Background: an optimization exercise with open tools, aiming at a short achievable clock period and few clock cycles. Do not read the settings as production practice.
At most, simulation tests tie the RTL to the original design; equivalence was not proved.
For run 2, only the layout was checked, not whether the RTL still works.
Power and IR drop assume default switching activity.

===== flow/config.mk =====
export PLATFORM = sky130hd
export DESIGN_NAME = cpu
export DESIGN_NICKNAME = cpu
export VERILOG_FILES = /design/flow/design.v
export SDC_FILE = /design/flow/constraint.sdc
export NUM_CORES = 4
export LEC_CHECK = 0
export ABC_CLOCK_PERIOD_IN_PS = 1500
export CAP_MARGIN = 20
export CORE_MARGIN = 2
export CORE_UTILIZATION = 30
export PLACE_DENSITY = 0.35
export SLEW_MARGIN = 20
export TNS_END_PERCENT = 0

===== flow/constraint.sdc =====
create_clock -name core_clock -period 10.0 [get_ports {clk}]
set_input_delay 2.0000 -clock core_clock [delete_from_list [all_inputs] [get_ports {clk}]]
set_output_delay 2.0000 -clock core_clock [all_outputs]
set_load 0.01 [all_outputs]

===== flow/design.v =====
module ks_add #(parameter W = 32, parameter L = 5) (a, b, cin, s, cout);
  input  [W-1:0] a, b;
  input          cin;
  output [W-1:0] s;
  output         cout;
  wire [W-1:0] p  = a ^ b;
  wire [W-1:0] g0 = a & b;
  wire [(L+1)*W-1:0] gg, pp;
  assign gg[W-1:0] = {g0[W-1:1], g0[0] | (p[0] & cin)};
  assign pp[W-1:0] = p;
  genvar l, i;
  generate
    for (l = 0; l < L; l = l + 1) begin : lvl
      for (i = 0; i < W; i = i + 1) begin : col
        if (i >= (1 << l)) begin : comb
          assign gg[(l+1)*W + i] = gg[l*W + i] | (pp[l*W + i] & gg[l*W + i - (1 << l)]);
          assign pp[(l+1)*W + i] = pp[l*W + i] & pp[l*W + i - (1 << l)];
        end else begin : pass
          assign gg[(l+1)*W + i] = gg[l*W + i];
          assign pp[(l+1)*W + i] = pp[l*W + i];
        end
      end
    end
  endgenerate
  wire [W:0] c = {gg[L*W +: W], cin};
  assign s = p ^ c[W-1:0];
  assign cout = c[W];
endmodule
module cpu (rst, clk, addr, instruction,
            dmem_addr, dmem_wdata, dmem_write, dmem_read, dmem_readdata);
  input rst, clk;
  output reg [31:0] addr;
  input  [31:0] instruction;
  output [31:0] dmem_addr;
  output [31:0] dmem_wdata;
  output dmem_write, dmem_read;
  input  [31:0] dmem_readdata;
  reg [31:0] rf [1:31];
  reg [31:0] e_a, e_b, e_st;
  reg        e_fa, e_fb, e_fs;
  reg        e_add, e_sub, e_and, e_or, e_sltu;
  reg        e_beq, e_pt, e_again;
  reg [31:0] e_pc;
  reg [15:0] e_off;
  reg [4:0]  e_dst;
  reg        e_we, e_rd, e_wr;
  reg [31:0] m_res, m_st;
  reg        m_we, m_rd, m_wr, m_ldw;
  reg [4:0]  m_dst;
  assign dmem_addr  = m_res;
  assign dmem_wdata = m_st;
  assign dmem_write = m_we;
  assign dmem_read  = m_rd;
  wire [31:0] ea = e_fa ? m_res : e_a;
  wire [31:0] eb = e_fb ? m_res : e_b;
  wire [31:0] es = e_fs ? m_res : e_st;
  wire [31:0] s00, s10, s01, d00, d10, d01;
  wire        sc00, sc10, sc01, dc00, dc10, dc01;
  ks_add #(32) add00 (.a(e_a),   .b(e_b),    .cin(1'b0), .s(s00), .cout(sc00));
  ks_add #(32) add10 (.a(m_res), .b(e_b),    .cin(1'b0), .s(s10), .cout(sc10));
  ks_add #(32) add01 (.a(e_a),   .b(m_res),  .cin(1'b0), .s(s01), .cout(sc01));
  ks_add #(32) sub00 (.a(e_a),   .b(~e_b),   .cin(1'b1), .s(d00), .cout(dc00));
  ks_add #(32) sub10 (.a(m_res), .b(~e_b),   .cin(1'b1), .s(d10), .cout(dc10));
  ks_add #(32) sub01 (.a(e_a),   .b(~m_res), .cin(1'b1), .s(d01), .cout(dc01));
  wire [31:0] e_sum = e_fa ? (e_fb ? {m_res[30:0], 1'b0} : s10) : (e_fb ? s01 : s00);
  wire [31:0] e_dif = e_fa ? (e_fb ? 32'd0 : d10) : (e_fb ? d01 : d00);
  wire        e_dc  = e_fa ? (e_fb ? 1'b1 : dc10) : (e_fb ? dc01 : dc00);
  wire [31:0] e_res = ({32{e_add}}  & e_sum)
                    | ({32{e_sub}}  & e_dif)
                    | ({32{e_and}}  & (ea & eb))
                    | ({32{e_or}}   & (ea | eb))
                    | {31'd0, e_sltu & ~e_dc};
  wire e_eq00 = (e_a == e_b);
  wire e_eq10 = (m_res == e_b);
  wire e_eq01 = (e_a == m_res);
  wire e_eq = e_fa ? (e_fb ? 1'b1 : e_eq10) : (e_fb ? e_eq01 : e_eq00);
  wire [31:0] e_pc4 = e_pc + 32'd4;
  wire [29:0] e_tgt;
  wire        e_tc;
  ks_add #(30) add_t (.a(e_pc[31:2]), .b({{14{e_off[15]}}, e_off}), .cin(1'b1), .s(e_tgt), .cout(e_tc));
  wire [31:0] e_alt = e_again ? e_pc : e_pt ? e_pc4 : {e_tgt, 2'b00};
  wire e_mis = (e_beq & (e_eq ^ e_pt)) | e_again;
  wire [5:0]  f_op  = instruction[31:26];
  wire [4:0]  f_rs  = instruction[25:21];
  wire [4:0]  f_rt  = instruction[20:16];
  wire [4:0]  f_rdf = instruction[15:11];
  wire [5:0]  f_fn  = instruction[5:0];
  wire [15:0] f_im  = instruction[15:0];
  wire [31:0] f_imm = {{16{f_im[15]}}, f_im};
  wire f_isR    = (f_op == 6'h00);
  wire f_isAddi = (f_op == 6'h08);
  wire f_isLw   = (f_op == 6'h23);
  wire f_isSw   = (f_op == 6'h2b);
  wire f_isBeq  = (f_op == 6'h04);
  wire f_isJal  = (f_op == 6'h03);
  wire f_isJ    = (f_op[5:1] == 5'b00001);
  wire f_useRs = f_isR | f_isAddi | f_isLw | f_isSw | f_isBeq;
  wire f_useRt = f_isR | f_isSw | f_isBeq;
  wire [31:0] rf_rs = (f_rs == 5'd0) ? 32'd0 : rf[f_rs];
  wire [31:0] rf_rt = (f_rt == 5'd0) ? 32'd0 : rf[f_rt];
  wire [31:0] m_wdata = m_ldw ? dmem_readdata : m_res;
  wire m_any = m_wr | m_ldw;
  wire [31:0] f_rsv = (m_any && m_dst == f_rs) ? m_wdata : rf_rs;
  wire [31:0] f_rtv = (m_any && m_dst == f_rt) ? m_wdata : rf_rt;
  wire f_fwa = e_wr && (e_dst == f_rs);
  wire f_fwt = e_wr && (e_dst == f_rt);
  wire f_again = e_rd && ((f_useRs && e_dst == f_rs) || (f_useRt && e_dst == f_rt));
  wire [31:0] f_pc4 = addr + 32'd4;
  wire [31:0] f_jt  = {f_pc4[31:28], instruction[25:0], 2'b00};
  wire [7:0]  f_lo;
  wire        f_lc;
  ks_add #(8) add_f (.a(addr[9:2]), .b(f_im[7:0]), .cin(1'b1), .s(f_lo), .cout(f_lc));
  wire [21:0] f_hi  = addr[31:10];
  wire [21:0] f_hip = f_hi + 22'd1;
  wire [21:0] f_him = f_hi - 22'd1;
  wire [21:0] f_bhi = f_im[15] ? (f_lc ? f_hi : f_him)
                               : (f_lc ? f_hip : f_hi);
  wire [31:0] f_bt  = {f_bhi, f_lo, 2'b00};
  wire f_near = (f_im[15:7] == 9'h000) || (f_im[15:7] == 9'h1ff);
  wire f_pt = f_isBeq && ((f_rs == f_rt) || f_im[15]) && f_near;
  wire [4:0] f_dst = f_isR ? f_rdf : f_isJal ? 5'd31 : f_rt;
  wire f_wr  = (f_isR | f_isAddi | f_isJal) && (f_dst != 5'd0);
  wire f_ldw = f_isLw && (f_dst != 5'd0);
  wire f_kill = rst || e_mis;
  always @(posedge clk) begin
    if (rst)
      addr <= 32'd0;
    else if (e_mis)
      addr <= e_alt;
    else if (f_isJ)
      addr <= f_jt;
    else if (f_pt)
      addr <= f_bt;
    else
      addr <= f_pc4;
  end
  always @(posedge clk) begin
    e_a   <= f_isJal ? 32'd0 : f_rsv;
    e_fa  <= f_fwa && !f_isJal;
    e_b   <= f_isJal ? f_pc4 : (f_isR || f_isBeq) ? f_rtv : f_imm;
    e_fb  <= f_fwt && (f_isR || f_isBeq);
    e_st  <= f_rtv;
    e_fs  <= f_fwt;
    e_add <= f_isAddi | f_isLw | f_isSw | f_isJal | (f_isR && f_fn == 6'h20);
    e_sub <= f_isR && f_fn == 6'h22;
    e_and <= f_isR && f_fn == 6'h24;
    e_or  <= f_isR && f_fn == 6'h25;
    e_sltu <= f_isR && f_fn == 6'h2b;
    e_pt  <= f_pt;
    e_pc  <= addr;
    e_off <= f_im;
    e_dst <= f_dst;
    if (f_kill || f_again) begin
      e_beq <= 1'b0;
      e_we  <= 1'b0;
      e_rd  <= 1'b0;
      e_wr  <= 1'b0;
    end else begin
      e_beq <= f_isBeq;
      e_we  <= f_isSw;
      e_rd  <= f_ldw;
      e_wr  <= f_wr;
    end
    e_again <= !f_kill && f_again;
  end
  always @(posedge clk) begin
    m_res <= e_res;
    m_st  <= es;
    m_dst <= e_dst;
    if (rst) begin
      m_we  <= 1'b0;
      m_rd  <= 1'b0;
      m_wr  <= 1'b0;
      m_ldw <= 1'b0;
    end else begin
      m_we  <= e_we;
      m_rd  <= e_rd;
      m_wr  <= e_wr;
      m_ldw <= e_rd;
    end
  end
  integer i;
  always @(posedge clk) begin
    for (i = 1; i < 32; i = i + 1) begin
      if (rst)
        rf[i] <= i;
      else if (m_any && m_dst == i)
        rf[i] <= m_wdata;
    end
  end
endmodule

===== flow/flow/run.sh =====
#!/bin/bash
set -euo pipefail
export SETUP_SLACK_MARGIN=6.8
bash standard.sh > standard.log 2>&1

===== flow/standard.sh =====
#!/bin/bash
# synth_recipe.tcl (not shown) runs the flow's synth.tcl, then flattens the netlist and writes it again
# the make line also repeats each setting of config.mk as NAME=value (left out here)
make -C /OpenROAD-flow-scripts/flow DESIGN_CONFIG=/design/flow/config.mk WORK_HOME=/design/flow/orfs CLKGATE_MAP_FILE= SYNTH_SCRIPT=/design/flow/synth_recipe.tcl "${@:-finish}"

==> run notes, run 1 <==
The sequential cell area fraction in the yosys report came out at between 30% and 40%. Detailed placement finished with a half-perimeter wire length of 301000 µm. The total number of placement rows came out at 178.

The headroom to the max-slew limit is 14.3%. In the routed design, unresolved DRC markers number 0. The number of top-level pins came out at 164. TritonCTS built the clock tree. The internal portion of the total power is 8.99 mW. The cell family contributing the most delay on the critical path is buffers and inverters. The post-route antenna net violation count is 0. The met3 routed wirelength came out at 40800 µm. The initial antenna violation count is 35.

VDD sags by at most about 0.00013 V. The number of global-route vias before repair is between 70000 and 80000. The maximum number of pins on one net before global-route repair came out at 185. The congestion estimate from routability-driven global placement came to about 0.92. The synthesis warning total is 34. The all-layer global routing usage is approximately 37%. Walking the worst path, the cells encountered are clkdlybuf4s15_2 -> or2_4 -> nor3_2 -> buf_4 -> buf_4 -> a21oi_1 -> nand4_1 -> nor3_1 -> o32a_2 -> nor2_1. The routed via count is 75615. The mean instance size in the synthesized netlist came out at 8.12 µm². The final number of setup-violating endpoints is 0. The clock share of power came out at 46.8%. TritonCTS created 158 clock buffers. On the final layout, the worst clock skew is approximately 0.075 ns. The clock-pin slew on the worst setup and hold paths is ~0.060 ns. The count of distinct cell types in the synthesized netlist is 88.

The biggest fanout along the worst timing path came out at 17. The global-route wire length before repair is around 620000 µm. The combinational power share came out at approximately an eighth. The analysis attributes to net switching a power of 3.82 mW. The worst setup path category is input pin to register.

The initial core utilization is 30.1%. By instance count, the cell type seen most on the critical path is buf_4. The detailed router finished its first iteration with 10286 violations. The switching power as a share of total power is 29.8%. The register-to-register path setup slack is 5.75 ns. The H-tree level count is 4. The fraction of synthesis flops using an asynchronous set or reset pin came out at 0%. The cell area power density is 151 nW/µm². The chip width came out at between 400 and 500 µm. After detailed routing, the number of vias per cell comes to between 6 and 7. The worst hold path belongs to the class register to register. The highest clock rate is 0.231 GHz. The sequential cells in the finished layout cover a total of 25300 µm². The number of buffers added to fix hold violations after cts is 0.

The actual transition at the worst max-transition pin came out at about 1.3 ns. The clock root buffer is clkbuf_16. Summed over all failing endpoints, the final setup total negative slack is 0 ns. The share of layout cells above drive strength 1 is 12.5%.

For this run the aggregate overflow at the end of global routing stands at 0. The final routed wirelength across all metal layers came out at 463000 µm. The maximum single-stage delay on the critical path is about 0.58 ns. The leakage power summed over all cells is approximately 29 nW.

The count of flip-flops with a built-in enable after synthesis is 0. The core utilization of the finished layout came out at 36.1%. The total die area came out at 240000 µm².

The number of clock sinks came out at 1259. The die span in y is 489 µm. The number of nets in the final layout is 8958.

The number of instances in the synthesized netlist is 8710. After detailed routing, no signal wire sits above met5. After synthesis the cells add up to 70700 µm². The count of maximum capacitance violations came out at 0.

In the final routing, the length of wire on met1 measures approximately 200000 µm. Summed over all instances, the cell type with the most area after synthesis is dfxtp_1. The number of hold-slack violations in the final timing report came out at 0. The run finished with no timing, DRC or antenna violations. For this run, the leading register cell type out of synthesis is dfxtp_1. The later-pin clock latency in the skew report came out at around 0.88 ns. Before antenna repair, the detailed router went through 11 iterations.

Sorting the synthesized cells by area gives the leading types as dfxtp_1, a211oi_1, nor2_1. STA classifies the critical path endpoint as a register. Together, buffers and inverters on the worst path number 3. The fill cell instance count of the final layout came out at 24444. The critical path arrival is 5.10 ns. The library cell contributing the largest single delay on the critical path is buf_4. The area of the core came out at about 230000 µm². The portion of the clock cycle consumed by the worst path in the final layout came out at 43.4%. The fraction of power consumed by sequential logic is 40.4%. The signed area change from the synthesized netlist to the final layout came out at 19.8%.

The flip-flop and latch count after synthesis is approximately 1300. The maximum root-to-sink buffer count is 3. The fraction of post-synthesis cell area in the top cell type by area is 35.7%. Setup repair after global routing could not meet its margin everywhere. For the worst setup path, the data required time is around 11 ns.

The count of buffers added on input and output ports is 163. Wire segments on met2 add up to roughly 200000 µm in the final route. The multi-input combinational cell area came out at 43700 µm². For the finished layout, the period the worst path requires is 4.34 ns.

The number of max-slew violations in the final report is 0. The per-cell routed wire length came out at 38.9 µm. STA classifies the critical path startpoint as an input pin.
[cells in the mapped netlist (all sizes together), types with 88 or more instances]
master  instances
ha            251
nand4         157
nand2         455
a22o          126
nor2         1360
clkbuf        750
xnor2         210
mux2i          88
a22oi         601
dfxtp        1259
nor3          146
nand3         152
o211ai        141
a21oi         446
inv           182
a221oi        148
o21ai         277
a211oi        953
[per-stage QoR]
stage	hold slack (ns)	power, mW	cell area (µm²)	worst slack, ns	std cells
after global placement	0.412	6.79	76400	3.27	11471
final	0.415	12.8	84700	5.66	11923
after detailed placement	0.397	6.78	76500	3.27	11476
after CTS	0.415	12.8	84000	5.85	11883
after floorplan	0.373	6.10	70700	5.23	8710
after global routing	0.424	13.2	84600	5.77	11909
[cells by family (layout without fill, tap and decap cells)]
kind of cell               after synthesis  in the layout  share of synthesized area [%]
AOI/OAI and AO/OA                     3164           3164                           32.2
xor gates and xnor gates               288            288                           3.57
adders and majority gates              260            260                           4.70
buffers and inverters                  992           1038                           5.30
DFF                                   1259           1259                           35.7
muxes                                  160            161                           2.46
other                                    0             16                              0
and+or+nand+nor                       2587           2587                           16.1
[flip-flops by register name, indices dropped and copies added (netlist names), 5 cells and up]
register and flops:
e_off 16, addr 32, e_st 32, m_res 32, e_a 32, m_st 32, e_b 32, rf 992
m_dst 5, e_pc 32, e_dst 5
[placed cells by master, fill, tap and decap left out, drive strengths merged, types with 234 or more instances in the layout]
cell and count:
a211oi 953, o21ai 277, buf 404, ha 251
nand2 455, a21oi 446, clkbuf 234, a22oi 601
dfxtp 1259, nor2 1360
[worst paths after layout]
kind                                 startpoint         to  depth (start not counted)
worst max-delay path            instruction[25]    e_a[31]                         10
worst min-delay path                   e_dst[0]   m_dst[0]                          0
worst max register to register          e_a[12]  m_res[31]                         10
worst min register to register         e_dst[0]   m_dst[0]                          0
[power groups by stage]
stage / registers [mW] / clock network (mW) / logic (mW)
finish: 5.18 / 6.00 / 1.63
global placement: 5.29 / 0 / 1.50
CTS: 5.17 / 6.09 / 1.56
floorplan: 5.23 / 0 / 0.874
detailed placement: 5.28 / 0 / 1.50
global route: 5.18 / 6.28 / 1.70
[final cells by class]
| class | instances | share of cell area [%] |
|---|---|---|
| multi-input combinational | 6460 | 51.6 |
| sequential | 1259 | 29.8 |
| timing repair buffer | 568 | 6.72 |
| clock buffer | 229 | 5.40 |
| tap | 3150 | 4.65 |
| clock inverter | 56 | 0.904 |
| inverter | 185 | 0.836 |
| antenna | 16 | 0.0473 |
[per-layer routing]
metal	vias to the layer above	global-route usage (%)
li1	32637	-
met4	8	18.9
met3	1303	8.01
met2	4630	56.7
met5	-	0.161
met1	37037	49.5
[what timing repair did]
item                                    in CTS  in global routing
endpoints found under the setup margin     992                960
pin swaps                                   68                 22
buffers inserted                           116                 21
resized for setup                          315                106
cloned                                       6                  3
Testbench counts, summed over its fixed seeds: cycles 93,515.
==> inputs of run 2 (changes only) <==
--- a/flow/design.v
+++ b/flow/design.v
@@ -25,6 +25,12 @@
   wire [W:0] c = {gg[L*W +: W], cin};
   assign s = p ^ c[W-1:0];
   assign cout = c[W];
+endmodule
+module mux2w #(parameter W = 32) (s, a, b, y);
+  input          s;
+  input  [W-1:0] a, b;
+  output [W-1:0] y;
+  assign y = s ? b : a;
 endmodule
 module cpu (rst, clk, addr, instruction,
             dmem_addr, dmem_wdata, dmem_write, dmem_read, dmem_readdata);
@@ -113,27 +119,24 @@
   wire [21:0] f_hi  = addr[31:10];
   wire [21:0] f_hip = f_hi + 22'd1;
   wire [21:0] f_him = f_hi - 22'd1;
-  wire [21:0] f_bhi = f_im[15] ? (f_lc ? f_hi : f_him)
-                               : (f_lc ? f_hip : f_hi);
-  wire [31:0] f_bt  = {f_bhi, f_lo, 2'b00};
   wire f_near = (f_im[15:7] == 9'h000) || (f_im[15:7] == 9'h1ff);
   wire f_pt = f_isBeq && ((f_rs == f_rt) || f_im[15]) && f_near;
   wire [4:0] f_dst = f_isR ? f_rdf : f_isJal ? 5'd31 : f_rt;
   wire f_wr  = (f_isR | f_isAddi | f_isJal) && (f_dst != 5'd0);
   wire f_ldw = f_isLw && (f_dst != 5'd0);
   wire f_kill = rst || e_mis;
-  always @(posedge clk) begin
-    if (rst)
-      addr <= 32'd0;
-    else if (e_mis)
-      addr <= e_alt;
-    else if (f_isJ)
-      addr <= f_jt;
-    else if (f_pt)
-      addr <= f_bt;
-    else
-      addr <= f_pc4;
-  end
+  wire [31:0] f_early = rst ? 32'd0 : e_mis ? e_alt : f_pc4;
+  wire        f_take  = !f_kill && (f_isJ || f_pt);
+  wire [7:0]  f_llo   = f_isJ ? instruction[7:0] : f_lo;
+  wire [21:0] f_jhi   = {f_pc4[31:28], instruction[25:8]};
+  wire [21:0] f_l0    = f_isJ ? f_jhi : (f_im[15] ? f_him : f_hi);
+  wire [21:0] f_l1    = f_isJ ? f_jhi : (f_im[15] ? f_hi : f_hip);
+  wire [21:0] f_lhi;
+  wire [31:0] f_next;
+  mux2w #(22) mux_c (.s(f_lc),   .a(f_l0),    .b(f_l1),                  .y(f_lhi));
+  mux2w #(32) mux_t (.s(f_take), .a(f_early), .b({f_lhi, f_llo, 2'b00}), .y(f_next));
+  always @(posedge clk)
+    addr <= f_next;
   always @(posedge clk) begin
     e_a   <= f_isJal ? 32'd0 : f_rsv;
     e_fa  <= f_fwa && !f_isJal;
--- a/flow/config.mk
+++ b/flow/config.mk
@@ -11,4 +11,5 @@
 export CORE_UTILIZATION = 30
 export PLACE_DENSITY = 0.35
 export SLEW_MARGIN = 20
+export SYNTH_HIERARCHICAL = 1
 export TNS_END_PERCENT = 0
==> run 2 against run 1 <==
Routed wire length increased by 3.8%. Worst hold slack got worse by 0.019 ns. Utilization decreased by 0.44 points. Sequential power about the same. Synthesized cell count increased by 10%. Setup slack improved by 0.011 ns. Clock skew decreased by 0.021 ns. Sequential cell count unchanged. Fmax increased by 0.26%.
==> run notes, run 2 <==
The flow ran to the end and the layout has no timing, DRC or antenna violations. The average vias per placed instance is 6.33 (-0.19%). The total buffers and inverters traversed by the critical path was 2 (-1). The routed via count came out at 81601 (+7.9%). The highest clock rate came out at 0.231 GHz (+0.26%).

TritonCTS built the clock tree. The area of the core is 251000 µm² (+7.1%). The final number of setup-violating endpoints is 0 (unchanged). The synthesis warning total was 40 (+18%). The fill cell instance count of the final layout is 26111 (+6.8%). The later-pin clock latency in the skew report came to 0.88 ns (about the same). The critical path arrival came out at 5.10 ns (about the same). The total number of placement rows is 184 (+3.4%). The final clock skew is 0.0536 ns (-0.0213 ns). The number of buffers added to fix hold violations after cts came out at 0 (unchanged). The flip-flop count of the largest register after layout came out at 992 (unchanged). The portion of the clock cycle consumed by the worst path in the final layout was 43.3% (-0.11 points). The post-route antenna net violation count is 0 (unchanged). The footprint of the flip-flops and latches was 25300 µm² (about the same). The shortest clock period the worst path allows after layout is 4.33 ns (-0.0111 ns). The final RePlAce weighted congestion came out at 0.911 (-0.80%). The starting DRC count in detailed routing is 10891 (+5.9%). The cell area power density is 149 nW/µm² (-1.3%). The die span in y came out at 507 µm (+3.6%). The total die area came out at 257000 µm² (+7.3%).

The end point of the critical path is e_b[29]. The cell family contributing the most delay on the critical path is simple AND/OR/NAND/NOR gates. The mean instance size in the synthesized netlist came out at 7.91 µm² (-2.6%). The share of layout cells above drive strength 1 is 11.9% (-0.54 points).

The H-tree level count is 4 (unchanged). The global-route wire length before repair is 649000 µm (+4.4%). The library cell used most frequently in the layout, excluding fill and tap cells, is dfxtp_1. The signed area change from the synthesized netlist to the final layout is 18.0%. Setup repair after global routing could not meet its margin everywhere. The post-detailed-placement half-perimeter wirelength is 311000 µm (+3.4%).

The number of instances in the synthesized netlist came to 9603 (+10%). The total of buffers placed on input and output ports came out at 163 (unchanged). The initial antenna violation count came out at 28 (-20%). The final routed wirelength across all metal layers is 481000 µm (+3.8%). The maximum root-to-sink buffer count came to 3 (unchanged). The reg-to-reg critical path startpoint is e_fb. The sum of negative setup slack came out at 0 ns (unchanged). The number of clock buffers inserted by TritonCTS is 161 (+1.9%).

The number of logic stages on the critical path including buffering came out at 9 (-1). The number of clock sinks came to 1259 (unchanged). The area of the mapped netlist came to 75900 µm² (+7.4%). The number of top-level pins is 164 (unchanged).

The biggest fanout along the worst timing path was 89 (+72). The leakage power summed over all cells came to 31.1 nW (+8.0%). The clock-pin slew on the worst setup and hold paths came out at 0.06 ns (about the same). The critical path data required time is 10.78 ns (about the same). The maximum VDD drop came to 0.000166 V (+29%). The headroom to the max-slew limit is 8.68% (-5.6 points). The number of DRC violations after detailed routing was 0 (unchanged). The register with the most flip-flops is rf. The post-placement cell count came out at 12477 (+8.7%). The initial core utilization is 30.2% (+0.088 points). The slowest stage of the critical path is the and3_4 cell. STA classifies the critical path endpoint as a register. The number of nets in the final layout came out at 9706 (+8.4%). The top cell types in the final layout, fill and taps aside, are dfxtp_1, nor2_1, a211oi_1, nand3_1, nand2_1. The total grt overflow came to 0 (unchanged). The actual transition at the worst max-transition pin came to 1.37 ns (+0.0845 ns). Traced cell by cell, the critical path runs through buf_6 -> and3_4 -> buf_12 -> and3_1 -> a221o_1 -> nor4_1 -> a21oi_2 -> a211oi_1 -> o21ai_0. The critical path in this run is classified as input pin to register.

The most critical setup path has its startpoint at instruction[16]. The busiest layer in global routing is met2. The number of global-route vias before repair is 76272 (+8.4%). The met1 routing resource usage after global routing was 47.5% (-2.1 points).

The met3 routing resource usage after global routing came out at 5.71% (-2.3 points). The maximum single-stage delay on the critical path came out at 0.70 ns (+0.12 ns). The number of max-slew violations in the final report is 0 (unchanged). The register-to-register path setup slack came to 5.86 ns (+0.11 ns). The path class of the tightest hold or removal check is register to register. The maximum number of pins on one net before global-route repair came out at 190 (+2.7%). The count of maximum capacitance violations was 0 (unchanged).

The reg-to-reg critical path endpoint is addr[25]. The number of hold-slack violations in the final timing report came out at 0 (unchanged). The per-cell routed wire length came out at 37.3 µm (-4.0%). The multi-input combinational cell area came out at 48300 µm² (+11%). The number of standard cells in the layout, taps in and fillers out came out at 12892 (+8.1%). The met2 capacity usage during global routing was 56.4% (-0.30 points). The all-layer global routing usage is 35.7% (-1.6 points). The count of TritonRoute iterations in the first routing pass is 8 (-3). The tree is rooted in a clkbuf_16.

The number of cells on the worst reg-to-reg path came out at 12 (+2). The chip width is 507 µm (+3.6%). STA classifies the critical path startpoint as an input pin.
-- run 2: worst register-to-register path, cell delays in order (launching register included) --
cell and delay [ns]:
dfxtp_4 0.59, buf_12 0.33, mux2i_1 0.34, xor2_1 0.26, nand4_1 0.44, nor4_4 0.28, buf_4 0.20, buf_4 0.14
a21oi_1 0.13, nor4_4 0.31, buf_6 0.33, mux2_2 0.41, mux2_4 0.26
-- run 2: per-stage QoR --
step	cell area [µm²]	hold WS, ns	utilization, %	total power, mW	setup WS, ns
after global placement	81400	0.386	32.4	6.99	3.53
after global routing	89600	0.405	35.6	13.7	5.72
final	89600	0.396	35.6	13.4	5.67
after CTS	88800	0.397	35.3	13.4	5.72
after detailed placement	81500	0.386	32.4	6.99	3.48
after floorplan	76000	0.373	-	6.26	5.15
-- run 2: report_power, final --
part | leakage [nW] | switching, mW | internal [mW] | total, mW
Clock | 2.79 | 2.66 | 3.70 | 6.36
Sequential | 10.2 | 0.113 | 5.07 | 5.18
Combinational | 18.1 | 1.22 | 0.622 | 1.84
Total | 31.1 | 3.99 | 9.39 | 13.4
-- run 2: worst min-delay path by stage --
stage	startpoint	end	slack (ns)	depth (start not counted)
final	e_dst[1]	m_dst[1]	0.40	0
after global routing	e_dst[1]	m_dst[1]	0.40	0
after CTS	e_dst[0]	m_dst[0]	0.40	0
after detailed placement	e_dst[1]	m_dst[1]	0.39	0
after global placement	e_dst[0]	m_dst[0]	0.39	0
after floorplan	e_dst[3]	m_dst[3]	0.37	0
-- run 2: what timing repair did --
action                     4_1_cts  5_1_grt
pin swaps                       41       25
resized for setup              211       92
setup endpoints to repair      999     1031
cloned                          10        5
setup buffers                   57       33
-- run 2: layout make-up --
type / instances / share of cell area (%)
clock inverter: 73 / 1.23
inverter: 134 / 0.563
timing repair buffer: 542 / 6.25
multi-input combinational: 7300 / 53.9
sequential: 1259 / 28.2
antenna: 12 / 0.0335
tap: 3348 / 4.68
clock buffer: 224 / 5.13
-- run 2: routing by layer --
layer	routed length [µm]	up-vias	share of wire, %
li1	-	35590	-
met1	203000	40411	42
met2	214000	4503	44
met3	37300	1081	7.7
met4	26400	16	5.5
met5	103	-	0.021
==> inputs of run 3 (changes only) <==
--- a/flow/design.v
+++ b/flow/design.v
@@ -31,6 +31,16 @@
   input  [W-1:0] a, b;
   output [W-1:0] y;
   assign y = s ? b : a;
+endmodule
+module dec5 (a, y);
+  input  [4:0]  a;
+  output [31:1] y;
+  genvar k;
+  generate
+    for (k = 1; k < 32; k = k + 1) begin : d
+      assign y[k] = (a == k);
+    end
+  endgenerate
 endmodule
 module cpu (rst, clk, addr, instruction,
             dmem_addr, dmem_wdata, dmem_write, dmem_read, dmem_readdata);
@@ -102,8 +112,27 @@
   wire f_isJ    = (f_op[5:1] == 5'b00001);
   wire f_useRs = f_isR | f_isAddi | f_isLw | f_isSw | f_isBeq;
   wire f_useRt = f_isR | f_isSw | f_isBeq;
-  wire [31:0] rf_rs = (f_rs == 5'd0) ? 32'd0 : rf[f_rs];
-  wire [31:0] rf_rt = (f_rt == 5'd0) ? 32'd0 : rf[f_rt];
+  wire [31:0] rf_rs, rf_rt;
+  genvar g;
+  generate
+    for (g = 0; g < 4; g = g + 1) begin : slice
+      wire [31:1] rs1h, rt1h;
+      dec5 dec_rs (.a(f_rs), .y(rs1h));
+      dec5 dec_rt (.a(f_rt), .y(rt1h));
+      reg [7:0] vs, vt;
+      integer k;
+      always @(*) begin
+        vs = 8'd0;
+        vt = 8'd0;
+        for (k = 1; k < 32; k = k + 1) begin
+          vs = vs | ({8{rs1h[k]}} & rf[k][8*g +: 8]);
+          vt = vt | ({8{rt1h[k]}} & rf[k][8*g +: 8]);
+        end
+      end
+      assign rf_rs[8*g +: 8] = vs;
+      assign rf_rt[8*g +: 8] = vt;
+    end
+  endgenerate
   wire [31:0] m_wdata = m_ldw ? dmem_readdata : m_res;
   wire m_any = m_wr | m_ldw;
   wire [31:0] f_rsv = (m_any && m_dst == f_rs) ? m_wdata : rf_rs;
--- a/flow/config.mk
+++ b/flow/config.mk
@@ -8,8 +8,8 @@
 export ABC_CLOCK_PERIOD_IN_PS = 1500
 export CAP_MARGIN = 20
 export CORE_MARGIN = 2
-export CORE_UTILIZATION = 30
-export PLACE_DENSITY = 0.35
+export CORE_UTILIZATION = 35
+export PLACE_DENSITY = 0.45
 export SLEW_MARGIN = 20
 export SYNTH_HIERARCHICAL = 1
 export TNS_END_PERCENT = 0
==> run 3 against run 2 <==
Now fails the layout checks on capacitance limit, slew limit. Non-clock buffer count up 139. Synthesized cell count down 7.3%. Global-route usage up 4.3 points. Fmax up 5.6%. First-iteration DRC count up 1.7%. Setup slack better by 0.23 ns. Power down 6.0%. Die area down 16%. Worst hold slack better by 0.026 ns. Count of clock-buffer cells in the layout down 7. Synthesized area down 2.7%. Via count down 2.5%. Critical endpoint is now rf[26][11]. Largest power group unchanged.
==> run notes, run 3 <==
The library cell used most frequently in the layout, excluding fill and tap cells, is nor2_1. The number of max-slew violations in the final report came to 65 (+65). The synthesis warning total is 8 (-80%). The post-route antenna net violation count was 0 (unchanged). The routed via count came to 79593 (-2.5%).

The number of standard cells in the layout, taps in and fillers out came out at 11841 (-8.2%). The global-route wire length before repair came out at 611000 µm (-5.9%). The number of instances in the synthesized netlist came out at 8900 (-7.3%).

The number of clock buffers inserted by TritonCTS is 152 (-5.6%). In this run the worst setup path begins at m_ldw. The initial antenna violation count came out at 32 (+14%).

The total of buffers placed on input and output ports came out at 163 (unchanged). The total die area came to 215000 µm² (-16%). The number of DRC violations after detailed routing is 0 (unchanged). The slack of the critical path came out at 5.90 ns (+0.229 ns). The post-detailed-placement half-perimeter wirelength came out at 308000 µm (-0.95%). The highest clock rate came out at 0.244 GHz (+5.6%).

The maximum root-to-sink buffer count came out at 3 (unchanged). The final RePlAce weighted congestion was 1.05 (+15%). Setup repair after global routing could not meet its margin everywhere. TritonCTS built the clock tree. The portion of the clock cycle consumed by the worst path in the final layout is 41.0% (-2.3 points).

The all-layer global routing usage came out at 40.0% (+4.3 points). The clock-pin slew on the worst setup and hold paths is 0.06 ns (about the same). The post-placement cell count is 11376 (-8.8%). The total number of placement rows is 168 (-8.7%). The area of the core came out at 210000 µm² (-17%). The final number of setup-violating endpoints came out at 0 (unchanged).

The post-placement setup slack is 4.22 ns (+0.746 ns). In the layout the commonest cells are nor2_1, dfxtp_1, a211oi_1, a22oi_1, nand2_1. The startpoint type of the worst setup path is a register. The later-pin clock latency in the skew report is 0.86 ns (-0.02 ns). The min-delay analysis places its worst path in the category register to register. The count of maximum capacitance violations came out at 5 (+5).

The tree is rooted in a clkbuf_16. The actual transition at the worst max-transition pin is 1.85 ns (+0.483 ns). The worst slack on hold paths came to 0.422 ns (+0.0260 ns). The flip-flop count of the largest register after layout came out at 992 (unchanged). The maximum number of pins on one net before global-route repair is 205 (+7.9%). The number of nets in the final layout came out at 9213 (-5.1%).

The count of TritonRoute iterations in the first routing pass came out at 10 (+2). The area of the mapped netlist came to 73900 µm² (-2.7%). The H-tree level count is 4 (unchanged).

The average vias per placed instance came out at 6.72 (+6.2%). The share of layout cells above drive strength 1 came to 16.8% (+4.9 points). The per-cell routed wire length is 39.2 µm (+5.1%). The run finished, with violations left. The total power is 12.6 mW (-6.0%).

The critical path data required time is 10.64 ns (-0.14 ns). The number of top-level pins is 164 (unchanged). The sum of negative setup slack is 0 ns (unchanged). The critical path arrival came out at 4.74 ns (-0.36 ns). The starting DRC count in detailed routing is 11073 (+1.7%). The number of clock sinks came to 1259 (unchanged). In this run the layout check failures are capacitance limit, slew limit. The total grt overflow came to 0 (unchanged). The initial core utilization is 35.2% (+5.0 points). The final routed wirelength across all metal layers is 464000 µm (-3.5%). The multi-input combinational cell area came out at 47500 µm² (-1.6%).

The mean instance size in the synthesized netlist is 8.30 µm² (+5.0%). The chip width is 463 µm (-8.6%). The number of global-route vias before repair came out at 72310 (-5.2%). The headroom to the max-slew limit is -23.7% (-32 points).

The critical path in this run is classified as register to register. The die span in y is 463 µm (-8.6%). The register-to-register path setup slack is 5.90 ns (+0.04 ns). Compared with the post-synthesis result, the final layout area differs by 20.1%. The maximum VDD drop came out at 0.000203 V (+22%).

The shortest clock period the worst path allows after layout came to 4.10 ns (-0.229 ns). The biggest fanout along the worst timing path came to 12 (-87%). The final clock skew came out at 0.0439 ns (-0.00967 ns). The footprint of the flip-flops and latches came out at 25400 µm² (+0.55%).

The leakage power summed over all cells is 30.9 nW (-0.53%). The worst register-to-register path begins at m_ldw. The register with the most flip-flops is rf. The cell area power density is 142 nW/µm² (-5.1%). The fill cell instance count of the final layout is 21179 (-19%). The number of hold-slack violations in the final timing report came out at 0 (unchanged).

The beginning of the worst hold path is e_dst[1]. The type of destination of the critical path is a register.
[run 3: repair_timing]
action,in CTS,in global routing
pin swaps,58,78
hold buffers,0,0
setup buffers,97,51
endpoints found under the setup margin,1033,1009
resized for setup,578,127
gates cloned,8,23
[run 3: final timing paths]
path | endpoint | cells past startpoint
max | rf[26][11] | 6
min | m_dst[1] | 0
max reg2reg | rf[26][11] | 6
min reg2reg | m_dst[1] | 0
[run 3: critical path, cell delays in order, from the launching register on]
cell and delay [ns]:
dfxtp_4 0.40, buf_12 0.12, nor2_1 0.08, nor2_1 0.60, nand3_1 0.84, nor2_2 1.64
a211oi_1 0.21
[run 3: where the power goes]
| group | leakage [nW] | internal [mW] | switching, mW |
|---|---|---|---|
| clock | 2.54 | 3.48 | 2.45 |
| sequential | 10.2 | 5.05 | 0.0859 |
| combinational | 18.2 | 0.546 | 0.963 |
| total | 30.9 | 9.08 | 3.50 |
[run 3: layout make-up]
class	instances	area share (%)
inverter	121	0.512
clock buffer	217	4.98
antenna	14	0.0395
sequential	1259	28.6
clock inverter	54	0.951
timing repair buffer	681	7.40
multi-input combinational	6690	53.6
tap	2805	3.95
[run 3: stage by stage]
| step | cell area, µm² | util, % |
|---|---|---|
| detailed placement | 79400 | 37.9 |
| CTS | 87500 | 41.7 |
| global placement | 79100 | 37.7 |
| floorplan | 74000 | - |
| finish | 88800 | 42.3 |
| global route | 88800 | 42.3 |
[run 3: metal layers]
metal  up-vias  track usage, %  share of wire, %
met3      1600            9.30               9.9
met5         -               0             0.099
met2      5274            61.4                43
met4        29            23.2               7.3
met1     38996            51.2                40
li1      33694               -                 -
Testbench counts of run 3, summed over its fixed seeds: cycles 93,515.
==> inputs of run 4 (changes only) <==
--- a/flow/config.mk
+++ b/flow/config.mk
@@ -8,8 +8,8 @@
 export ABC_CLOCK_PERIOD_IN_PS = 1500
 export CAP_MARGIN = 20
 export CORE_MARGIN = 2
-export CORE_UTILIZATION = 35
-export PLACE_DENSITY = 0.45
+export CORE_UTILIZATION = 30
+export PLACE_DENSITY = 0.35
 export SLEW_MARGIN = 20
 export SYNTH_HIERARCHICAL = 1
 export TNS_END_PERCENT = 0
==> run 4 against run 3 <==
Now clean on timing, DRC and antenna. Count of clock-buffer cells in the layout is 8 higher. Fmax increased by 3.2%. Worst hold slack improved by 0.0060 ns. Sequential share of layout area fell by 0.59 points. Power rose by 1.3%. Critical path depth up 4. Largest cell class unchanged. Clock power grew 2%. First-iteration DRC count down 1.3%. Register-to-register slack better by 0.27 ns. Routed wire length is 4.5% higher. Via count decreased by 1.2%.
==> run notes, run 4 <==
The maximum number of pins on one net before global-route repair is 176 (-14%). Relative to the synthesized area, the layout overhead comes to 22.6%. The final clock skew was 0.0462 ns (+0.00224 ns).

The number of top-level pins came out at 164 (unchanged). The clock root buffer is clkbuf_16. The number of max-slew violations in the final report came to 0 (-100%).

The final number of setup-violating endpoints is 0 (unchanged). The register with the most flip-flops in the final layout is rf. The headroom to the max-slew limit came to 16.8% (+40 points). The portion of the clock cycle consumed by the worst path in the final layout is 39.7% (-1.3 points). The die span in y is 500 µm (+7.9%). The number of global-route vias before repair is 73140 (+1.1%). Setup repair after global routing could not meet its margin everywhere.

The net load switching power is 3.66 mW (+4.5%). The highest clock rate is 0.252 GHz (+3.2%). The final RePlAce weighted congestion is 0.998 (-4.7%). The combinational power share came out at 12.4% (+0.4 points). The leakage power summed over all cells came out at 31.6 nW (+2.2%). STA classifies the critical path endpoint as a register. The count of maximum capacitance violations came to 0 (-5). The shortest clock period the worst path allows after layout is 3.97 ns (-0.128 ns). The later-pin clock latency in the skew report is 0.85 ns (about the same). The final routed wirelength across all metal layers is 485000 µm (+4.5%). The number of DRC violations after detailed routing came to 0 (unchanged). The chip width came out at 500 µm (+7.9%). The count of TritonRoute iterations in the first routing pass was 9 (-1). The cell area power density came out at 141 nW/µm² (-0.66%). The total of buffers placed on input and output ports came out at 163 (unchanged). The global-route wire length before repair came out at 646000 µm (+5.8%).

The average vias per placed instance is 6.37 (-5.3%). The mean instance size in the synthesized netlist was 8.30 µm² (unchanged). The total internal power came out at 9.09 mW (+0.13%).

The flow ran to the end and the layout has no timing, DRC or antenna violations. The min-delay analysis places its worst path in the category register to register. The starting DRC count in detailed routing is 10934 (-1.3%).

The actual transition at the worst max-transition pin came out at 1.25 ns (-0.606 ns). The number of nets in the final layout came to 9294 (+0.88%). The maximum VDD drop is 0.000121 V (-40%). The critical path data required time is 10.75 ns (+0.11 ns). The initial core utilization came out at 30.1% (-5.1 points). TritonCTS built the clock tree. STA classifies the critical path startpoint as an input pin.

The initial antenna violation count is 25 (-22%). The fill cell instance count of the final layout came to 25128 (+19%). The post-detailed-placement half-perimeter wirelength was 327000 µm (+6.1%). The sum of negative setup slack is 0 ns (unchanged). The multi-input combinational cell area came out at 47800 µm² (+0.57%). The number of hold-slack violations in the final timing report is 0 (unchanged). The total grt overflow came out at 0 (unchanged).

The number of clock buffers inserted by TritonCTS came out at 158 (+3.9%). The per-cell routed wire length is 39.3 µm (+0.20%). The area of the mapped netlist is 73900 µm² (unchanged). The share of layout cells above drive strength 1 came to 18.3% (+1.5 points). The post-placement cell count came out at 11842 (+4.1%). The all-layer global routing usage was 36.9% (-3.1 points). The area of the core came out at 245000 µm² (+17%). The top cell types in the final layout, fill and taps aside, are nor2_1, dfxtp_1, a211oi_1, a22oi_1, buf_4. The flip-flop count of the largest register after layout is 992 (unchanged). The number of standard cells in the layout, taps in and fillers out came out at 12348 (+4.3%). The biggest fanout along the worst timing path was 36 (+24). The critical path arrival came out at 4.72 ns (-0.02 ns). The worst setup path is of the input pin to register kind. The routed via count came to 78637 (-1.2%).

The total die area came to 250000 µm² (+17%). The most common cell after layout, fill and taps aside is nor2_1. The clock share of power came out at 47.4% (+0.2 points).

The clock-pin slew on the worst setup and hold paths is 0.06 ns (about the same). The switching power as a share of total power came to 28.7% (+0.87 points). The synthesis warning total came out at 8 (unchanged).

The maximum root-to-sink buffer count is 3 (unchanged). The number of instances in the synthesized netlist was 8900 (unchanged). The number of clock sinks came out at 1259 (unchanged). The fraction of power consumed by sequential logic came out at 40.2% (-0.6 points). The H-tree level count is 4 (unchanged). The post-route antenna net violation count came out at 0 (unchanged). The total number of placement rows came out at 182 (+8.3%). The footprint of the flip-flops and latches came out at 25400 µm² (about the same).
-- run 4: cell type report --
cell class                 count  area share [%]
antenna                       14          0.0387
clock buffer                 225            5.16
clock inverter                63           0.810
inverter                     121           0.503
multi-input combinational   6685            52.8
sequential                  1259            28.0
tap                         3220            4.45
timing repair buffer         761            8.22
-- run 4: critical path: stages --
cell,delay [ns]
buf_2,0.09
buf_6,0.36
or3b_4,0.49
nor2_1,0.53
buf_4,0.36
a22oi_1,0.14
nand4_1,0.13
nor4_2,0.08
mux2_2,0.35
nor2_1,0.14
-- run 4: path summary, 6_finish.rpt --
kind,depth (start not counted),end,slack (ns),startpoint
max,10,e_a[15],6.03,instruction[23]
min,0,m_dst[3],0.43,e_dst[3]
max reg2reg,12,addr[29],6.17,e_fb
min reg2reg,0,m_dst[3],0.43,e_dst[3]
-- run 4: routing by layer --
metal	track usage (%)	part of all wire, %
met5	0	0.029
met4	18.4	6.4
met3	7.83	8.2
met1	48.2	42
met2	57.3	43
-- run 4: repair_timing --
action	4_1_cts	5_1_grt
hold buffers	0	0
cloned	18	9
resized for setup	619	162
pin swaps	69	77
setup endpoints to repair	1050	994
setup buffers	112	60
-- run 4: power by group through the flow --
stage	Sequential, mW	Clock (mW)	Combinational, mW
after floorplan	5.21	0	0.801
after global placement	5.24	0	1.36
after detailed placement	5.24	0	1.36
after CTS	5.12	6.13	1.48
after global routing	5.12	6.36	1.65
final	5.12	6.04	1.58
-- run 4: per-stage QoR --
stage / power, mW / hold WS (ns) / cell area, µm² / setup slack (ns) / util, %
after floorplan: 6.01 / 0.373 / 74000 / 5.67 / -
after global placement: 6.60 / 0.435 / 79900 / 3.78 / 32.5
after detailed placement: 6.60 / 0.418 / 80300 / 3.99 / 32.7
after CTS: 12.7 / 0.429 / 88900 / 6.18 / 36.2
after global routing: 13.1 / 0.435 / 90500 / 6.06 / 36.9
final: 12.7 / 0.428 / 90600 / 6.03 / 36.9
==> inputs of run 5 (changes only) <==
--- a/flow/design.v
+++ b/flow/design.v
@@ -115,22 +115,22 @@
   wire [31:0] rf_rs, rf_rt;
   genvar g;
   generate
-    for (g = 0; g < 4; g = g + 1) begin : slice
+    for (g = 0; g < 8; g = g + 1) begin : slice
       wire [31:1] rs1h, rt1h;
       dec5 dec_rs (.a(f_rs), .y(rs1h));
       dec5 dec_rt (.a(f_rt), .y(rt1h));
-      reg [7:0] vs, vt;
+      reg [3:0] vs, vt;
       integer k;
       always @(*) begin
-        vs = 8'd0;
-        vt = 8'd0;
+        vs = 4'd0;
+        vt = 4'd0;
         for (k = 1; k < 32; k = k + 1) begin
-          vs = vs | ({8{rs1h[k]}} & rf[k][8*g +: 8]);
-          vt = vt | ({8{rt1h[k]}} & rf[k][8*g +: 8]);
+          vs = vs | ({4{rs1h[k]}} & rf[k][4*g +: 4]);
+          vt = vt | ({4{rt1h[k]}} & rf[k][4*g +: 4]);
         end
       end
-      assign rf_rs[8*g +: 8] = vs;
-      assign rf_rt[8*g +: 8] = vt;
+      assign rf_rs[4*g +: 4] = vs;
+      assign rf_rt[4*g +: 4] = vt;
     end
   endgenerate
   wire [31:0] m_wdata = m_ldw ? dmem_readdata : m_res;
==> run 5 against run 4 <==
Non-clock buffer count down 248. Routed wire length down 2.9%. Synthesized area up 1.3%. Fmax down 1.5%. Setup slack worse by 0.059 ns. Critical path depth up 1. Clock power down 3.6%. Sequential cell count unchanged. Critical path type unchanged. Largest power group unchanged.
==> run notes, run 5 <==
The flow ran to the end and the layout has no timing, DRC or antenna violations. The slack of the critical path came out at 5.97 ns (-0.0585 ns). The share of layout cells above drive strength 1 is 14.5% (-3.8 points).

The final routed wirelength across all metal layers came out at 471000 µm (-2.9%). The worst setup path category is input pin to register. The per-cell routed wire length is 37.6 µm (-4.3%). The later-pin clock latency in the skew report is 0.84 ns (about the same).

The post-detailed-placement half-perimeter wirelength was 338000 µm (+3.3%). The total power is 12.5 mW (-1.9%). TritonCTS built the clock tree. The maximum VDD drop is 0.000131 V (+8.7%). The mean instance size in the synthesized netlist is 8.30 µm² (about the same).

The initial antenna violation count is 32 (+28%). The worst setup path is captured at a register. The final RePlAce weighted congestion is 1.04 (+4.2%). The chip width is 503 µm (+0.64%). The die span in y came to 503 µm (+0.64%).

The leakage power summed over all cells came to 30.2 nW (-4.4%). The routed via count is 79169 (+0.68%). The number of clock sinks is 1259 (unchanged). The number of max-slew violations in the final report is 0 (unchanged). The most common cell after layout, fill and taps aside is nor2_1. Setup repair after global routing could not meet its margin everywhere. The area of the mapped netlist came out at 74800 µm² (+1.3%). The signed area change from the synthesized netlist to the final layout came out at 19.7%. The maximum root-to-sink buffer count came out at 3 (unchanged).

The number of nets in the final layout is 9386 (+0.99%). The placed cell area came out at 80700 µm² (+0.45%). The synthesis warning total came out at 8 (unchanged). The highest clock rate came out at 0.248 GHz (-1.5%).

The initial core utilization came out at 30.1% (about the same). The number of hold-slack violations in the final timing report came out at 0 (unchanged). The worst slack on hold paths came out at 0.410 ns (-0.0177 ns). The global-route wire length before repair came out at 632000 µm (-2.2%). The maximum number of pins on one net before global-route repair was 194 (+10%). The total die area came out at 254000 µm² (+1.3%). The startpoint type of the worst setup path is an input pin.

Clock tree synthesis selected as its root buffer the cell clkbuf_16. The worst hold path belongs to the class register to register. The number of DRC violations after detailed routing was 0 (unchanged). The count of maximum capacitance violations is 0 (unchanged). The critical path data required time came out at 10.72 ns (-0.03 ns). The number of clock buffers inserted by TritonCTS came to 152 (-3.8%). The final clock skew is 0.0534 ns (+0.00719 ns).

The fill cell instance count of the final layout is 25599 (+1.9%). The total of buffers placed on input and output ports came out at 163 (unchanged). The post-route antenna net violation count is 0 (unchanged). The top cell types in the final layout, fill and taps aside, are nor2_1, dfxtp_1, a211oi_1, a22oi_1, nand2_1.

The flip-flop count of the largest register after layout is 992 (unchanged). The average vias per placed instance was 6.31 (-0.85%). The final number of setup-violating endpoints is 0 (unchanged). The starting DRC count in detailed routing came to 9449 (-14%). The sum of negative setup slack came to 0 ns (unchanged). The core utilization of the finished layout came to 36.1% (-0.82 points). The post-placement cell count came out at 12120 (+2.3%). The number of instances in the synthesized netlist was 9023 (+1.4%). The total number of placement rows is 183 (+0.55%). The number of top-level pins is 164 (unchanged). The number of standard cells in the layout, taps in and fillers out came out at 12538 (+1.5%). The H-tree level count is 4 (unchanged). The post-placement setup slack came out at 4.01 ns (+0.0214 ns). The area of the core came to 248000 µm² (+1.2%). The headroom to the max-slew limit is 16.6% (-0.22 points).

The shortest clock period the worst path allows after layout is 4.03 ns (+0.0585 ns). The critical path arrival came out at 4.75 ns (+0.03 ns). The actual transition at the worst max-transition pin came to 1.25 ns (+0.00336 ns). The all-layer global routing usage came out at 35.5% (-1.4 points). The count of TritonRoute iterations in the first routing pass came to 7 (-2). The total grt overflow is 0 (unchanged). The portion of the clock cycle consumed by the worst path in the final layout is 40.3% (+0.59 points).

The clock-pin slew on the worst setup and hold paths is 0.07 ns (about the same). The cell area power density came out at 139 nW/µm² (-0.86%). The number of global-route vias before repair is 72659 (-0.66%). The biggest fanout along the worst timing path is 19 (-47%). The register with the most flip-flops in the final layout is rf. The final instance area is 89600 µm² (-1.1%).
run 5: cell types whose count changed in the layout (fill, tap and decap cells not counted), sizes merged, moves of 30 or more:
cell / previous run / this run
a221oi: 210 / 241
nor2: 1403 / 1723
a22o: 192 / 222
dlygate4sd2: 66 / 29
nand2b: 45 / 77
a22oi: 538 / 474
o211ai: 98 / 38
a211o: 33 / 94
nand2: 459 / 377
buf: 599 / 349
run 5: area by class of cell:
cell class | instances | area, µm² | share of cell area [%]
Clock inverter | 65 | 832 | 0.928
Clock buffer | 208 | 4380 | 4.89
Tap cell | 3330 | 4170 | 4.65
Sequential cell | 1259 | 25400 | 28.3
Inverter | 128 | 488 | 0.545
Antenna cell | 11 | 27.5 | 0.0307
Timing Repair Buffer | 513 | 5490 | 6.13
Multi-Input combinational cell | 7024 | 48900 | 54.5
run 5: worst paths after layout:
kind                   start        end  slack, ns  depth (start not counted)
max reg2reg         m_res[0]  m_res[28]       6.16                         13
max          instruction[16]    e_b[18]       5.97                         11
min reg2reg         e_dst[0]   m_dst[0]       0.41                          0
min                 e_dst[0]   m_dst[0]       0.41                          0
run 5: layer usage:
| layer | up-vias | wire (µm) | GRT usage (%) |
|---|---|---|---|
| met5 | - | 114 | 0 |
| met4 | 18 | 28400 | 17.4 |
| met3 | 1216 | 34900 | 6.15 |
| met2 | 4456 | 206000 | 55.3 |
| met1 | 39070 | 202000 | 47.1 |
| li1 | 34409 | - | - |
run 5: critical path, cell delays in order:
cell and delay (ns):
buf_8 0.20, buf_16 0.22, or3b_4 0.44, nor2_1 0.47
a22o_1 0.26, a221oi_2 0.06, nand4_1 0.15, nor3_2 0.08
mux2i_2 0.46, a21oi_1 0.13, o21ai_0 0.19
run 5: power by group:
group	leakage [nW]	internal, mW	total (mW)	switching [mW]
registers	10.2	5.05	5.13	0.0794
clock network	2.57	3.42	5.82	2.41
logic	17.4	0.548	1.55	0.999
run 5: timing repair:
action,CTS,global route
pin swaps,21,79
cloned,10,14
buffers inserted,62,48
setup endpoints to repair,1116,1216
hold buffers,0,0
resized for setup,447,226
Testbench counts of run 5, summed over its fixed seeds: cycles 93,515.
==> inputs of run 6 (changes only) <==
--- a/flow/design.v
+++ b/flow/design.v
@@ -54,7 +54,10 @@
   reg [31:0] rf [1:31];
   reg [31:0] e_a, e_b, e_st;
   reg        e_fa, e_fb, e_fs;
-  reg        e_add, e_sub, e_and, e_or, e_sltu;
+  reg        e_and, e_or;
+  reg        e_add00, e_add10, e_add01, e_add11;
+  reg        e_sub00, e_sub10, e_sub01;
+  reg        e_slt00, e_slt10, e_slt01;
   reg        e_beq, e_pt, e_again;
   reg [31:0] e_pc;
   reg [15:0] e_off;
@@ -78,14 +81,16 @@
   ks_add #(32) sub00 (.a(e_a),   .b(~e_b),   .cin(1'b1), .s(d00), .cout(dc00));
   ks_add #(32) sub10 (.a(m_res), .b(~e_b),   .cin(1'b1), .s(d10), .cout(dc10));
   ks_add #(32) sub01 (.a(e_a),   .b(~m_res), .cin(1'b1), .s(d01), .cout(dc01));
-  wire [31:0] e_sum = e_fa ? (e_fb ? {m_res[30:0], 1'b0} : s10) : (e_fb ? s01 : s00);
-  wire [31:0] e_dif = e_fa ? (e_fb ? 32'd0 : d10) : (e_fb ? d01 : d00);
-  wire        e_dc  = e_fa ? (e_fb ? 1'b1 : dc10) : (e_fb ? dc01 : dc00);
-  wire [31:0] e_res = ({32{e_add}}  & e_sum)
-                    | ({32{e_sub}}  & e_dif)
-                    | ({32{e_and}}  & (ea & eb))
-                    | ({32{e_or}}   & (ea | eb))
-                    | {31'd0, e_sltu & ~e_dc};
+  wire [31:0] e_res = ({32{e_add00}} & s00)
+                    | ({32{e_add10}} & s10)
+                    | ({32{e_add01}} & s01)
+                    | ({32{e_add11}} & {m_res[30:0], 1'b0})
+                    | ({32{e_sub00}} & d00)
+                    | ({32{e_sub10}} & d10)
+                    | ({32{e_sub01}} & d01)
+                    | ({32{e_and}}   & (ea & eb))
+                    | ({32{e_or}}    & (ea | eb))
+                    | {31'd0, (e_slt00 & ~dc00) | (e_slt10 & ~dc10) | (e_slt01 & ~dc01)};
   wire e_eq00 = (e_a == e_b);
   wire e_eq10 = (m_res == e_b);
   wire e_eq01 = (e_a == m_res);
@@ -154,6 +159,11 @@
   wire f_wr  = (f_isR | f_isAddi | f_isJal) && (f_dst != 5'd0);
   wire f_ldw = f_isLw && (f_dst != 5'd0);
   wire f_kill = rst || e_mis;
+  wire f_fa  = f_fwa && !f_isJal;
+  wire f_fb  = f_fwt && (f_isR || f_isBeq);
+  wire f_add = f_isAddi | f_isLw | f_isSw | f_isJal | (f_isR && f_fn == 6'h20);
+  wire f_sub = f_isR && f_fn == 6'h22;
+  wire f_slt = f_isR && f_fn == 6'h2b;
   wire [31:0] f_early = rst ? 32'd0 : e_mis ? e_alt : f_pc4;
   wire        f_take  = !f_kill && (f_isJ || f_pt);
   wire [7:0]  f_llo   = f_isJ ? instruction[7:0] : f_lo;
@@ -168,16 +178,23 @@
     addr <= f_next;
   always @(posedge clk) begin
     e_a   <= f_isJal ? 32'd0 : f_rsv;
-    e_fa  <= f_fwa && !f_isJal;
+    e_fa  <= f_fa;
     e_b   <= f_isJal ? f_pc4 : (f_isR || f_isBeq) ? f_rtv : f_imm;
-    e_fb  <= f_fwt && (f_isR || f_isBeq);
+    e_fb  <= f_fb;
     e_st  <= f_rtv;
     e_fs  <= f_fwt;
-    e_add <= f_isAddi | f_isLw | f_isSw | f_isJal | (f_isR && f_fn == 6'h20);
-    e_sub <= f_isR && f_fn == 6'h22;
+    e_add00 <= f_add && !f_fa && !f_fb;
+    e_add10 <= f_add &&  f_fa && !f_fb;
+    e_add01 <= f_add && !f_fa &&  f_fb;
+    e_add11 <= f_add &&  f_fa &&  f_fb;
+    e_sub00 <= f_sub && !f_fa && !f_fb;
+    e_sub10 <= f_sub &&  f_fa && !f_fb;
+    e_sub01 <= f_sub && !f_fa &&  f_fb;
+    e_slt00 <= f_slt && !f_fa && !f_fb;
+    e_slt10 <= f_slt &&  f_fa && !f_fb;
+    e_slt01 <= f_slt && !f_fa &&  f_fb;
     e_and <= f_isR && f_fn == 6'h24;
     e_or  <= f_isR && f_fn == 6'h25;
-    e_sltu <= f_isR && f_fn == 6'h2b;
     e_pt  <= f_pt;
     e_pc  <= addr;
     e_off <= f_im;
==> run 6 against run 5 <==
Worst hold slack better by 0.022 ns. Non-clock buffer count unchanged. Cell area grew 0.18%. Setup slack better by 0.17 ns. Synthesized cell count decreased by 0.28%. Critical path depth is 2 lower. Sequential cell count up 7. Clock power rose by 5.8%. Cell count decreased by 0.18%. Die area fell by 0.68%. Sequential power grew 0.8%. Count of clock-buffer cells in the layout rose by 9. Largest power group unchanged. Highest routed layer unchanged.
==> run notes, run 6 <==
The flow ran to the end and the layout has no timing, DRC or antenna violations. The number of cells on the worst reg-to-reg path came out at 11 (-2). The count of TritonRoute iterations in the first routing pass is 10 (+3). The type of destination of the critical path is a register. The maximum single-stage delay on the critical path is 0.58 ns (+0.11 ns). In this design, the largest share of critical-path delay is due to simple AND/OR/NAND/NOR gates. The maximum number of pins on one net before global-route repair came out at 178 (-8.2%). The initial core utilization came out at 30.2% (+0.069 points). The area of the core was 246000 µm² (-0.91%). The average vias per placed instance is 6.35 (+0.62%). The maximum VDD drop came out at 0.000150 V (+14%). The final clock skew is 0.0502 ns (-0.00318 ns). The total of buffers placed on input and output ports is 163 (unchanged). The critical path data required time came out at 10.68 ns (-0.04 ns). The count of maximum capacitance violations is 0 (unchanged).

Leaving out fill and tap cells, the most frequent cells in the layout are nor2_1, dfxtp_1, a211oi_1, a22oi_1, nand2_1. The portion of the clock cycle consumed by the worst path in the final layout is 38.6% (-1.7 points). The critical path arrival was 4.54 ns (-0.21 ns).

The min-delay analysis places its worst path in the category register to register. The later-pin clock latency in the skew report came out at 0.87 ns (+0.03 ns). The share of layout cells above drive strength 1 came out at 15.2% (+0.67 points). Relative to the synthesized area, the layout overhead comes to 20.8%. The H-tree level count is 4 (unchanged). The total number of placement rows is 182 (-0.55%). The synthesis warning total was 8 (unchanged).

The number of nets in the final layout came out at 9366 (-0.21%). The number of clock buffers inserted by TritonCTS was 159 (+4.6%). The number of DRC violations after detailed routing is 0 (unchanged). The mean instance size in the synthesized netlist is 8.26 µm² (-0.41%).

The maximum root-to-sink buffer count came to 3 (unchanged). The core utilization of the finished layout is 36.5% (+0.40 points). Among all stages on the critical path, the largest delay is contributed by a222oi_1.

The actual transition at the worst max-transition pin is 1.27 ns (+0.0217 ns). The sum of negative setup slack came out at 0 ns (unchanged). In this run the clock root is driven by a clkbuf_16. The area of the mapped netlist is 74300 µm² (-0.69%). The placed cell area is 79800 µm² (-1.1%). The number of max-slew violations in the final report is 0 (unchanged). The critical path in this run is classified as input pin to register. The cell area power density was 143 nW/µm² (+2.7%). The total buffers and inverters traversed by the critical path came out at 1 (-1). The per-cell routed wire length came out at 38.1 µm (+1.4%). The number of logic stages on the critical path including buffering was 9 (-2).

The number of global-route vias before repair came out at 73823 (+1.6%). The final instance area came out at 89800 µm² (+0.18%). The final number of setup-violating endpoints is 0 (unchanged). The die span in y came out at 502 µm (-0.34%). The total power came out at 12.9 mW (+2.9%). The final RePlAce weighted congestion came out at 1.05 (+0.77%).

The routed via count was 79515 (+0.44%). The shortest clock period the worst path allows after layout is 3.86 ns (-0.171 ns). The total die area is 252000 µm² (-0.68%). The number of clock sinks came out at 1266 (+0.56%). The initial antenna violation count was 28 (-13%). Setup repair after global routing could not meet its margin everywhere.

The worst slack on hold paths is 0.432 ns (+0.0219 ns). The global-route wire length before repair came out at 641000 µm (+1.3%). Traced cell by cell, the critical path runs through buf_16 -> or3_1 -> nor2_2 -> a222oi_1 -> nand4_1 -> nor3_4 -> mux2i_2 -> a211oi_1 -> a21oi_1. The flip-flop count of the largest register after layout was 992 (unchanged). The number of hold-slack violations in the final timing report is 0 (unchanged).

The post-route antenna net violation count came out at 0 (unchanged). The number of top-level pins came out at 164 (unchanged). The slack of the critical path came out at 6.14 ns (+0.171 ns). The clock-pin slew on the worst setup and hold paths is 0.06 ns (about the same). The number of instances in the synthesized netlist came to 8998 (-0.28%). STA classifies the critical path startpoint as an input pin.

The chip width is 502 µm (-0.34%). The all-layer global routing usage came out at 36.2% (+0.74 points). The starting DRC count in detailed routing is 10870 (+15%). The highest clock rate is 0.259 GHz (+4.4%). The number of cells traversed by the worst hold path came out at 0 (unchanged).

The total grt overflow came out at 0 (unchanged). The leakage power summed over all cells was 31.2 nW (+3.5%). The headroom to the max-slew limit came to 15.2% (-1.4 points). TritonCTS built the clock tree. The post-placement cell count is 12031 (-0.73%). The post-placement setup slack came to 4.23 ns (+0.225 ns).

The number of standard cells in the layout, taps in and fillers out is 12515 (-0.18%). The fill cell instance count of the final layout came out at 25217 (-1.5%). Leaving out fill and tap cells, the most frequent cell in the layout is nor2_1. The biggest fanout along the worst timing path is 25 (+6). The post-detailed-placement half-perimeter wirelength came out at 341000 µm (+0.88%). The final routed wirelength across all metal layers is 477000 µm (+1.2%).

The register with the most flip-flops is rf.
==> run 6: worst register-to-register path: stages, from the launching register on <==
cell      delay [ns]
dfxtp_4         0.37
buf_4           0.17
buf_4           0.21
ha_1            0.41
and4_1          0.31
nand3_1         0.15
a211o_1         0.43
a21oi_1         0.50
or3_1           0.26
a221oi_1        0.15
a222oi_1        0.50
nand4_1         0.15
==> run 6: cell type report <==
cell class | instances | area (µm²) | area share, %
Antenna cell | 15 | 37.5 | 0.0418
Sequential cell | 1266 | 25600 | 28.5
Clock buffer | 217 | 4420 | 4.92
Tap cell | 3312 | 4140 | 4.62
Inverter | 132 | 497 | 0.553
Clock inverter | 74 | 1090 | 1.22
Timing Repair Buffer | 513 | 5460 | 6.08
Multi-Input combinational cell | 6986 | 48500 | 54.1
==> run 6: metal layers <==
metal,routed length [µm],vias up,global-route usage [%]
li1,-,34508,-
met1,215000,39670,51.7
met2,198000,4423,53.2
met3,41700,902,7.00
met4,22500,12,13.9
met5,86,-,0
==> run 6: worst paths after layout <==
| check | from | end | slack, ns |
|---|---|---|---|
| setup / recovery | instruction[17] | e_b[27] | 6.14 |
| hold reg to reg | addr[31] | e_pc[31] | 0.43 |
| hold / removal | addr[31] | e_pc[31] | 0.43 |
| setup reg to reg | m_res[7] | m_res[31] | 6.24 |
==> run 6: repair_timing <==
item	4_1_cts	5_1_grt
gates cloned	17	4
gates resized for setup	639	191
hold buffers	0	0
buffers inserted	123	31
setup endpoints to repair	873	973
pin swaps	57	79
==> run 6: power by group <==
group | switching (mW) | leakage (nW) | total (mW) | internal [mW]
Sequential | 0.0938 | 10.3 | 5.17 | 5.08
Clock | 2.60 | 2.68 | 6.16 | 3.56
Combinational | 1.00 | 18.3 | 1.53 | 0.527
Testbench counts of run 6, summed over its fixed seeds: cycles 93,515.

-- re-timing with driven ports --
How much do the figures lean on ideal ports? The routed layouts below were timed once more, with nothing changed but the port constraints. Step 1, drivers: a clkbuf_16 drives clk and a buf_2 each remaining input, both assumed. Step 2 moves the port delays by t, midway between the first and last clock arrival at a register: inputs arrive t later, outputs are due t later. That takes back most of the time a late clock gives input paths. Three values: no drivers, after step 1, after step 2; two values: the first two.
| run | t, ns | setup slack, ns | latest minus earliest clock arrival (ns) |
|---|---|---|---|
| run 1 | 0.930 | 5.664 / 5.733 / 4.802 | 0.075 / 0.075 |
| run 2 | 0.944 | 5.675 / 5.697 / 4.785 | 0.055 / 0.055 |
| run 3 | 0.922 | 5.903 / 5.903 / 5.118 | 0.045 / 0.045 |
| run 4 | 0.919 | 6.031 / 6.098 / 5.179 | 0.053 / 0.052 |
| run 5 | 0.901 | 5.973 / 5.972 / 5.070 | 0.054 / 0.053 |
| run 6 | 0.930 | 6.144 / 5.950 / 5.020 | 0.056 / 0.056 |
For run 6, which loses most, drivers alone change the setup slack by -0.194 ns; drivers and shift together by -1.124 ns.
